Context: an optimization exercise on an open-source flow, tuned for small area. The choices shown serve that exercise and are no tape-out recipe.
Only simulation tests tie the RTL to the original design; equivalence was not proved.
No driver is modelled on the clock port, so clock power and skew are understated where the tree is cut down; a real chip needs a root buffer or a tree.
Power and IR drop assume default switching activity.

Setup of pepper:
==> flow/design.v <==
module lowpass_pwm_uart (
    input CLK,
    input RST,
    output B6,
    output PMOD1,
    output PMOD3,
    output PMOD5,
    output PMOD7,
    output PMOD2,
    output PMOD4,
    output PMOD6,
    output PMOD8
);
    reg [7:0] K;
    reg [5:0] r;
    reg z;             
    reg [8:0] u;
    reg p;
    reg [7:0] lo;      
    reg [7:0] nm;      
    reg [7:0] nh;      
    reg b6;
    reg [2:0] ns3;     
    reg sf;            
    wire k7 = &K[2:0];
    wire kz = ~|K[2:0];
    wire rw = r[0] & ~r[1] & r[3] & ~r[5];    
    wire [7:0] nd = ~(u[7:0] ^ {8{u[8]}});   
    wire [8:0] kc;
    wire [7:0] k1;
    assign kc[0] = rw;
    wire [9:0] uc;
    wire [8:0] u1;
    assign uc[0] = z;
    wire [8:0] n, m;
    assign n[0] = 1'b1;
    assign m[0] = 1'b1;
    wire [8:0] ac;
    wire [7:0] lo1;
    assign ac[0] = np;
    wire np = ~p;
    wire [16:0] hc;
    wire [15:0] nx = {nh, nm};
    wire [15:0] nx1;
    assign hc[0] = ~ac[8];
    genvar i;
    generate
        for (i = 0; i < 8; i = i + 1) begin : g_k
            assign k1[i] = K[i] ^ kc[i];
            assign kc[i+1] = K[i] & kc[i];
            assign n[i+1] = (K[i] & nd[i]) | (K[i] & n[i]) | (nd[i] & n[i]);
            assign m[i+1] = (K[i] & nh[i]) | (K[i] & m[i]) | (nh[i] & m[i]);
            assign lo1[i] = lo[i] ^ nh[i] ^ ac[i];
            assign ac[i+1] = (lo[i] & nh[i]) | (ac[i] & (lo[i] ^ nh[i]));
        end
        for (i = 0; i < 9; i = i + 1) begin : g_u
            assign u1[i] = u[i] ^ uc[i];
            assign uc[i+1] = u[i] & uc[i];
        end
        for (i = 0; i < 16; i = i + 1) begin : g_a
            assign nx1[i] = nx[i] ^ p ^ hc[i];
            assign hc[i+1] = (nx[i] & p) | (hc[i] & (nx[i] ^ p));
        end
    endgenerate
    always @(posedge CLK) begin
        if (RST) begin
            K <= 8'd0;
            r <= 6'd53;
            z <= 1'b1;
            u <= 9'd0;
            p <= 1'b0;
            lo <= 8'd0;
            nm <= 8'hff;
            nh <= 8'hff;
            b6 <= 1'b0;
            ns3 <= 3'b111;
            sf <= 1'b0;
        end else begin
            r <= rw ? {k7, 1'b1, ~k7, k7, ~k7, k7} : {r[4:0], r[5] ^ r[4]};
            K <= k1;
            z <= kc[8];
            u <= u1;
            if (z) begin
                ns3 <= nh[7:5];
                sf <= ~|nh;
            end
            p <= ~n[8];
            lo <= lo1;
            {nh, nm} <= nx1;
            b6 <= ~m[8];
        end
    end
    assign B6 = b6;
    assign PMOD2 = ~&ns3;
    assign PMOD4 = ~(ns3[2] & ns3[1]);
    assign PMOD6 = ~(ns3[2] & (ns3[1] | ns3[0]));
    assign PMOD8 = ~ns3[2];
    assign PMOD1 = ~(ns3[2] | (ns3[1] & ns3[0]));
    assign PMOD3 = ~(ns3[2] | ns3[1]);
    assign PMOD5 = ~|ns3;
    assign PMOD7 = sf;
endmodule
Settings: LEC_CHECK=0, CAP_MARGIN=20, CORE_MARGIN=2, CORE_UTILIZATION=40, SLEW_MARGIN=20; clock period 10.0 ns.
standard.sh (not shown) runs the stock make flow with config.mk's settings and CLKGATE_MAP_FILE= SYNTH_SCRIPT=/design/flow/synth_recipe.tcl, a recipe that flattens the netlist after the stock synthesis.
==> flow/flow/run.sh <==
#!/bin/bash
# The standard layout (standard.sh, standard synthesis unchanged) with two
# changes: the ports are buffered with buf_1, and the clock tree is a few
# clock buffers fed by the clock port, each driving the flip-flops of one
# part of the die (flow/clock_tree.tcl, run in place of TritonCTS).
# make's full output goes to standard.log here; ORFS's per-step logs stay
# under orfs/logs.
set -euo pipefail
here=$(pwd)
bash standard.sh \
  "BUFFER_PORTS_ARGS=-buffer_cell sky130_fd_sc_hd__buf_1" \
  "PRE_CTS_TCL=$here/flow/clock_tree.tcl" \
  finish > standard.log 2>&1
==> flow/flow/clock_tree.tcl <==
# Clock tree for a small design, run as ORFS's PRE_CTS_TCL hook: split the
# clock sinks into groups along x, and drive each group from its own clock
# buffer, placed at the group's centre and fed by the clock port. TritonCTS
# is then skipped; the rest of the CTS step (legalisation, timing repair)
# runs as usual.
set cts_cell sky130_fd_sc_hd__clkbuf_8
set cts_groups 3

set block [ord::get_db_block]
set master [[ord::get_db] findMaster $cts_cell]
set clknet [$block findNet CLK]
set sinks {}
foreach it [$clknet getITerms] {
  set loc [[$it getInst] getLocation]
  lappend sinks [list [lindex $loc 0] [lindex $loc 1] $it]
}
set sinks [lsort -integer -index 0 $sinks]
set n [llength $sinks]
for {set g 0} {$g < $cts_groups} {incr g} {
  set lo [expr {$g * $n / $cts_groups}]
  set hi [expr {($g + 1) * $n / $cts_groups - 1}]
  set inst [odb::dbInst_create $block $master clkbuf_leaf_$g]
  set net [odb::dbNet_create $block clknet_leaf_$g]
  $net setSigType CLOCK
  set sx 0
  set sy 0
  set m 0
  foreach s [lrange $sinks $lo $hi] {
    incr sx [lindex $s 0]
    incr sy [lindex $s 1]
    incr m
    set it [lindex $s 2]
    $it disconnect
    $it connect $net
  }
  [$inst findITerm A] connect $clknet
  [$inst findITerm X] connect $net
  $inst setLocation [expr {$sx / $m}] [expr {$sy / $m}]
  $inst setPlacementStatus PLACED
  puts "clock_tree: group $g, $m sinks, [$master getName]"
}

rename clock_tree_synthesis {}
proc clock_tree_synthesis { args } {
  puts "clock_tree: TritonCTS skipped"
}
pepper: done, clean on timing, DRC and antenna
> inputs changed (pepper -> zinc)
==> flow/run.sh (new file) <==
#!/bin/bash
# synth_recipe.tcl (not shown) runs the flow's synth.tcl, then flattens the netlist and writes it again
# the make line also repeats each setting of config.mk as NAME=value (left out here)
make -C /OpenROAD-flow-scripts/flow DESIGN_CONFIG=/design/flow/config.mk WORK_HOME=/design/flow/orfs CLKGATE_MAP_FILE= SYNTH_SCRIPT=/design/flow/synth_recipe.tcl finish
removed: flow/flow/run.sh
removed: flow/flow/clock_tree.tcl
removed: flow/standard.sh
- For pepper and zinc, there was not a single run that failed to finish clean.
- Compared with pepper, zinc shows power higher by 0.074 mW.
- The run with more routed wire is zinc, not pepper.
- Growth of design area from synthesis to finish in zinc is 5.5 points higher than in pepper
- Taking pepper as the reference, in zinc post-route cell area +140 um2, number of global-route vias before repair held.
Edits applied to the flow inputs when going from zinc to nickel:
==> flow/flow/run.sh (new file) <==
#!/bin/bash
set -euo pipefail
bash standard.sh \
  "BUFFER_PORTS_ARGS=-buffer_cell sky130_fd_sc_hd__buf_1" \
  "CTS_ARGS=-sink_clustering_enable -repair_clock_nets -dont_use_dummy_load" \
  finish > standard.log 2>&1
==> flow/standard.sh (new file) <==
#!/bin/bash
# synth_recipe.tcl (not shown) runs the flow's synth.tcl, then flattens the netlist and writes it again
# the make line also repeats each setting of config.mk as NAME=value (left out here)
make -C /OpenROAD-flow-scripts/flow DESIGN_CONFIG=/design/flow/config.mk WORK_HOME=/design/flow/orfs CLKGATE_MAP_FILE= SYNTH_SCRIPT=/design/flow/synth_recipe.tcl "${@:-finish}"
removed: flow/run.sh
==> summary.txt <==
Diff nickel..zinc | sequential cell area | unchanged
Count of clock-buffer cells in the layout in nickel is 1 lower than in zinc
Summary — post-route minimum period, nickel relative to zinc: higher, by 83 ps.
The clock cells of pepper come from the design's own scripts or RTL, not from TritonCTS.

static timing again, ports no longer ideal:
Ports are ideal in the flow. The routed layouts listed here were re-timed in OpenROAD. Step 1, drivers: a clkbuf_16 drives CLK and a buf_2 each remaining input, both assumed. Step 2 times the ports against the registers' clock, not the clock port: input delays grow and output delays shrink by t, the midpoint of the rising clock arrivals with the driver on. Three values: no drivers, after step 1, after step 2; two values: the first two.
| run | t (ns) | slack for setup (ns) | hold slack, ns | latest minus earliest clock arrival (ns) | slew at the worst register clock pin (ns) |
|---|---|---|---|---|---|
| pepper | 0.206 | 1.331 / 1.331 / 1.331 | 0.455 / 0.455 / 0.455 | 0.002 / 0.002 | 0.10 / 0.10 |
| zinc | 0.330 | 1.412 / 1.412 / 1.412 | 0.454 / 0.454 / 0.454 | 0.012 / 0.011 | 0.10 / 0.10 |
| nickel | 0.326 | 1.329 / 1.329 / 1.329 | 0.451 / 0.451 / 0.451 | 0.018 / 0.017 | 0.09 / 0.09 |
After both steps every run listed still meets setup and hold.
